What follows belongs to an exercise in optimizing a design on an open flow for small area, a short achievable clock period and few clock cycles; a production flow would make more cautious choices.
The RTL was checked by simulation tests, not by an equivalence proof against the original design.
Power and IR drop assume default switching activity.

==> flow/design.v <==
module SME(clk,reset,chardata,isstring,ispattern,valid,match,match_index);
input clk;
input reset;
input [7:0] chardata;
input isstring;
input ispattern;
output match;
output [4:0] match_index;
output valid;
reg [7:0] str [0:31];
reg [31:0] d;
reg dn;                
reg [4:0] len_m1;      
reg [4:0] base;        
reg str_r, pat_r, anch;
reg valid_r, match_r;
reg [4:0] idx_r;
wire first = ~pat_r;
wire is_beg = (chardata == 8'h5E);
wire is_end = (chardata == 8'h24);
integer i;
always @(posedge clk) begin
    if (isstring) begin
        str[0] <= chardata;
        for (i = 1; i < 32; i = i + 1)
            str[i] <= str[i-1];
    end
end
reg [31:0] mask, begok, x;
wire [31:0] sp, d_next;
genvar g;
generate
    for (g = 0; g < 4; g = g + 1) begin : grp
        SME_grp u_grp (.s({str[8*g+7], str[8*g+6], str[8*g+5], str[8*g+4],
                           str[8*g+3], str[8*g+2], str[8*g+1], str[8*g]}),
                       .c(chardata), .x(x[8*g+:8]), .d(d_next[8*g+:8]), .sp(sp[8*g+:8]));
    end
endgenerate
always @(*) begin
    for (i = 0; i < 32; i = i + 1)
        mask[i] = (i <= len_m1);
    for (i = 0; i < 32; i = i + 1) begin
        begok[i] = mask[i] & ((i == 31) ? 1'b1 : (~mask[i+1] | sp[i+1]));
        x[i] = first ? mask[i] : anch ? begok[i] : ((i == 31) ? 1'b0 : d[i+1]);
    end
end
always @(posedge clk) begin
    d <= d_next;
    dn <= is_end & d[0];
    anch <= first & is_beg;
    if (ispattern)
        base <= first ? len_m1 : anch ? base : base - 5'd1;
    if (isstring)
        len_m1 <= str_r ? len_m1 + 5'd1 : 5'd0;
end
always @(posedge clk or posedge reset) begin
    if (reset) begin
        str_r <= 1'b0;
        pat_r <= 1'b0;
        valid_r <= 1'b0;
    end else begin
        str_r <= isstring;
        pat_r <= ispattern;
        valid_r <= pat_r & ~ispattern;
    end
end
wire [3:0] gany;
wire [4:0] cand [0:3];
generate
    for (g = 0; g < 4; g = g + 1) begin : gidx
        wire [1:0] hi0 = base[4:3] - g;
        wire [1:0] hi1 = base[4:3] - g - 1;
        SME_gidx u_gidx (.d(d[8*g+:8]), .lo(base[2:0]), .hi0(hi0), .hi1(hi1),
                         .any(gany[g]), .cand(cand[g]));
    end
endgenerate
always @(posedge clk) begin
    match_r <= (|gany) | dn;
    idx_r <= gany[3] ? cand[3] : gany[2] ? cand[2] : gany[1] ? cand[1] : gany[0] ? cand[0] : base + 5'd1;
end
assign valid = valid_r;
assign match = match_r;
assign match_index = idx_r;
endmodule
module SME_grp(s, c, x, d, sp);
input [63:0] s;
input [7:0] c;
input [7:0] x;
output [7:0] d;
output [7:0] sp;
wire is_any = (c == 8'h2E);
wire is_end = (c == 8'h24);
genvar j;
generate
    for (j = 0; j < 8; j = j + 1) begin : st
        assign sp[j] = (s[8*j+:8] == 8'h20);
        assign d[j] = x[j] & (is_end ? sp[j] : (is_any | (s[8*j+:8] == c)));
    end
endgenerate
endmodule
module SME_gidx(d, lo, hi0, hi1, any, cand);
input [7:0] d;
input [2:0] lo;
input [1:0] hi0;
input [1:0] hi1;
output any;
output [4:0] cand;
wire [2:0] l;
assign l[2] = |d[7:4];
assign l[1] = (|d[7:6]) | (~|d[7:4] & |d[3:2]);
assign l[0] = d[7] | (~d[6] & d[5]) | (~|d[6:4] & d[3]) | (~|d[6:2] & d[1]);
wire [3:0] diff = {1'b0, lo} - {1'b0, l};
assign any = |d;
assign cand = {diff[3] ? hi1 : hi0, diff[2:0]};
endmodule
make LEC_CHECK=0 CAP_MARGIN=20 CORE_MARGIN=2 CORE_UTILIZATION=80 CTS_CLUSTER_DIAMETER=100 CTS_CLUSTER_SIZE=24 SETUP_SLACK_MARGIN=4.3 SLEW_MARGIN=20 SYNTH_HIERARCHICAL=1 finish   # period 6.5 ns
run.sh (not shown) runs the stock make flow with config.mk's settings and CLKGATE_MAP_FILE= SYNTH_SCRIPT=/design/flow/synth_recipe.tcl, a recipe that flattens the netlist after the stock synthesis.
Testbench counts at the start, summed over its fixed seeds: cycles 24,912.
Edit:
CORE_UTILIZATION = 60   (was 80)
CTS_CLUSTER_DIAMETER = not set   (was 100)
CTS_CLUSTER_SIZE = not set   (was 24)
Outcome: The new run produced a clean layout. Design area went up by 5.1%. Global-route usage went down by 9.6 points. Critical path depth went down by 9. Power went up by 21%. Wire length went down by 2.0%.

* * *

Starts from the design.v that is shown in full above.
Settings: LEC_CHECK=0, CAP_MARGIN=20, CELL_PAD_IN_SITES_DETAIL_PLACEMENT=0, CELL_PAD_IN_SITES_GLOBAL_PLACEMENT=0, CORE_MARGIN=2, CORE_UTILIZATION=70, CTS_CLUSTER_DIAMETER=100, CTS_CLUSTER_SIZE=24, SETUP_SLACK_MARGIN=4.3, SLEW_MARGIN=20, SYNTH_HIERARCHICAL=1; clock period 6.5 ns.
The starting point produced a clean layout.
Testbench counts at the start, summed over its fixed seeds: cycles 24,912.
==> next run, changes <==
CELL_PAD_IN_SITES_DETAIL_PLACEMENT = unset   (was 0)
CELL_PAD_IN_SITES_GLOBAL_PLACEMENT = unset   (was 0)
SETUP_SLACK_MARGIN = 4.2   (was 4.3)
After rerunning: The changed run completed without violations; global-route usage came out lower by 0.87 points; clock skew came out higher by 0.0042 ns; non-clock buffer count came out lower by 10; first-iteration DRC count came out lower by about 2.5%; routed wire length came out lower by about 3%; worst hold slack gains 0.013 ns; cell area came out lower by about 1.5%; register-to-register slack loses 0.08 ns; worst setup slack loses 0.027 ns; synthesized cell count is unchanged; power came out lower by about 0.7%.
==> next run, changes <==
PLACE_DENSITY = 0.8   (was unset)
SETUP_SLACK_MARGIN = 4.3   (was 4.2)
What happened: Routed wire length goes up by 0.70%. Clock skew is about the same. Critical path depth drops by 7. Flip-flop and latch count stays the same. Hold slack loses 0.031 ns.
==> next run, changes <==
PLACE_DENSITY = unset   (was 0.8)
TNS_END_PERCENT = 10   (was unset)
What happened: The changed run finished with timing, DRC and antenna clean; non-clock buffer count went down by 3; register-to-register slack degrades by 0.02 ns; final area went down by 0.64%; synthesized cell count stays the same; clock-buffer cell count does not change; setup slack degrades by 0.027 ns; global-route usage went up by 0.17 points; wire length went up by 0.64%; total power went up by 0.51%.
==> next run, changes <==
SETUP_SLACK_MARGIN = 4.4   (was 4.3)
TNS_END_PERCENT = unset   (was 10)
The changed run passed the timing, DRC and antenna checks.
Clock power hardly moves.
Final cell count rose by 1.9%.
Die area stays the same.

* * *

## old
RTL: the design.v shown in full above, as it stands there.
make LEC_CHECK=0 CAP_MARGIN=20 CORE_MARGIN=2 CORE_UTILIZATION=70 CTS_CLUSTER_DIAMETER=100 CTS_CLUSTER_SIZE=30 SETUP_SLACK_MARGIN=4.3 SLEW_MARGIN=20 SYNTH_HIERARCHICAL=1 finish   # period 6.5 ns
old finished end to end and its layout was clean on timing, DRC and antenna.
Testbench counts of old, summed over its fixed seeds: cycles 24,912.
Input changes introduced in new (baseline for comparison: old):
# old
export LEC_CHECK = 0
export CAP_MARGIN = 20
export CORE_MARGIN = 2
export CORE_UTILIZATION = 70
export CTS_CLUSTER_DIAMETER = 100
export CTS_CLUSTER_SIZE = 30
export SETUP_SLACK_MARGIN = 4.3
export SLEW_MARGIN = 20
export SYNTH_HIERARCHICAL = 1
create_clock -name core_clock -period 6.5 [get_ports {clk}]
# new
export LEC_CHECK = 0
export CAP_MARGIN = 5
export CORE_MARGIN = 2
export CORE_UTILIZATION = 70
export CTS_CLUSTER_DIAMETER = 100
export CTS_CLUSTER_SIZE = 24
export SETUP_SLACK_MARGIN = 4.3
export SLEW_MARGIN = 5
export SYNTH_HIERARCHICAL = 1
create_clock -name core_clock -period 6.5 [get_ports {clk}]
Notes after the runs:
new -> old: post-synthesis adder-cell area fraction flat. The summed area of non-filler cells in the final layout on new is in line with that on old. Worst slew margin relative to its limit: new vs old, no meaningful difference. new and old ended up with roughly the same final wirelength. new has detailed-routing iteration count for the pre-antenna-repair pass above what old had.

* * *

run 1:
RTL: the design.v shown in full above, as it stands there.
==> flow/config.mk <==
export PLATFORM = sky130hd
export DESIGN_NAME = SME
export DESIGN_NICKNAME = SME
export VERILOG_FILES = /design/flow/design.v
export SDC_FILE = /design/flow/constraint.sdc
export NUM_CORES = 4
export LEC_CHECK = 0
export CAP_MARGIN = 20
export CORE_MARGIN = 2
export CORE_UTILIZATION = 60
export CTS_CLUSTER_DIAMETER = 120
export CTS_CLUSTER_SIZE = 30
export SETUP_SLACK_MARGIN = 4.3
export SLEW_MARGIN = 20
export SYNTH_HIERARCHICAL = 1
==> flow/constraint.sdc <==
create_clock -name core_clock -period 6.5 [get_ports {clk}]
set_input_delay 1.3000 -clock core_clock [delete_from_list [all_inputs] [get_ports {clk}]]
set_output_delay 1.3000 -clock core_clock [all_outputs]
set_load 0.01 [all_outputs]
Run 1 finished every stage and its layout cleared the timing, DRC and antenna checks.
Testbench counts of run 1, summed over its fixed seeds: cycles 24,912.
The following lists how run 2 was set up differently from run 1:
Settings: CTS_CLUSTER_DIAMETER no longer set, was 120; CTS_CLUSTER_SIZE no longer set, was 30; SETUP_SLACK_MARGIN now 4.6, was 4.3.
==> comparison <==
In terms of maximum frequency, run 2 and run 1 differ only marginally. Taking run 1 as the reference, in run 2 internal power contribution higher, smallest hold slack flat, area added between synthesis and finish shows an increase of 12 points, post-route fraction of the period consumed by the critical path held, largest stage delay on the critical path roughly the same. Run 2 vs run 1: routed wire length up by more than 10%. Of the two values seen for worst setup path startpoint, d[5] was produced by run 1 and d[3] by run 2. Net switching power on run 2 is up relative to run 1. | count of buffers added by post-CTS timing repair for setup | lower: run 1 |. Non-clock buffer count on run 2 is up relative to run 1. Run 2 ended with every stage complete and zero timing, DRC or antenna violations.
The inputs of run 3 differ from those of run 2 as listed below.
Settings: changing CORE_UTILIZATION from 60 to 65; setting CTS_CLUSTER_DIAMETER to 100 for the first time; setting CTS_CLUSTER_SIZE to 24 for the first time; changing SETUP_SLACK_MARGIN from 4.6 to 4.3.
### Flow results
The worst hold margin of run 3 was inferior to that of run 2.
First-iteration DRC count in run 3 vs run 2: down 21%
Number of clock buffer instances in the layout shrinks by more than a quarter when moving from run 2 to run 3.
Compared with run 2, final area in run 3 decreased by more than 10%.
[inputs] run 4 vs run 3
Settings: a deleted SYNTH_HIERARCHICAL that had been 1; a change of CORE_UTILIZATION from 65 to 70.
## What came out
Compared run 4 vs run 3, and data arrival time at the worst-slack endpoint is up in run 4. The standby leakage power number comes out lower for run 4 vs run 3. Summary of the comparison: longest individual stage delay on the worst path is lower in run 4, relative to run 3. Compared to run 3, run 4 has switching component of the power 5.0% higher. Average vias per placed instance of run 4 exceeds that of run 3 by a little under 10%.
> inputs changed (run 4 -> run 5)
Settings: setting SYNTH_HIERARCHICAL to 1 for the first time.
==> comparison <==
Of run 5 and run 4, run 4 shows the lower fraction of area in multi-input gates, with run 5 above it.
Run 5 gives less total of plain and repair buffers excluding clock buffers than run 4 did.
Delta(area of combinational cells with multiple inputs, run 5 - run 4) > 0
Run 5: x dimension of the die 3.1% above run 4
Comparing run 5 and run 4, the higher area added between synthesis and finish is on run 4.
[compare] base=run 4 new=run 5: core area rose by 1100 µm²; maximum clock skew at final layout fell by 8.0 ps.

-- port drivers added, routing unchanged --
In the flow no input, the clock included, has a driving cell. The finished layouts below were timed again as built, in two steps. Step 1 assumes that a clkbuf_16 drives the clock port and a buf_2 every other input. Step 2, shift: input delay + t, output delay - t, t = (earliest + latest rising clock arrival at the registers) / 2. This alone moves slack from input paths to output paths. Three values: ideal ports, drivers, drivers and shift; two values: the first two.
run | t (ns) | setup WS [ns] | latest minus earliest clock arrival (ns) | slew at the worst register clock pin (ns)
the first run of note 1 | 0.553 | 4.164 / 4.163 / 3.721 | 0.018 / 0.018 | 0.10 / 0.10
the second run of note 1 | 0.559 | 4.206 / 4.158 / 3.744 | 0.020 / 0.020 | 0.07 / 0.07
the first run of note 2 | 0.562 | 4.193 / 4.139 / 3.756 | 0.020 / 0.020 | 0.11 / 0.11
the second run of note 2 | 0.551 | 4.166 / 4.151 / 3.701 | 0.027 / 0.028 | 0.10 / 0.10
the third run of note 2 | 0.553 | 4.200 / 4.151 / 3.786 | 0.026 / 0.025 | 0.10 / 0.10
the fourth run of note 2 | 0.565 | 4.173 / 4.123 / 3.691 | 0.027 / 0.027 | 0.10 / 0.10
the fifth run of note 2 | 0.562 | 4.184 / 4.132 / 3.799 | 0.015 / 0.015 | 0.10 / 0.10
old | 0.562 | 4.169 / 4.122 / 3.757 | 0.054 / 0.054 | 0.13 / 0.13
new | 0.562 | 4.193 / 4.139 / 3.756 | 0.020 / 0.020 | 0.11 / 0.11
run 1 | 0.555 | 4.170 / 4.136 / 3.737 | 0.029 / 0.029 | 0.12 / 0.12
run 2 | 0.564 | 4.175 / 4.148 / 3.831 | 0.017 / 0.017 | 0.06 / 0.06
run 3 | 0.559 | 4.197 / 4.148 / 3.820 | 0.028 / 0.028 | 0.10 / 0.10
run 4 | 0.566 | 4.003 / 3.996 / 3.430 | 0.027 / 0.027 | 0.10 / 0.10
run 5 | 0.562 | 4.193 / 4.139 / 3.756 | 0.020 / 0.020 | 0.11 / 0.11
After both steps setup and hold are still met in every run listed. For run 4, which loses most, drivers alone change the setup slack by -0.007 ns; drivers and shift together by -0.573 ns.
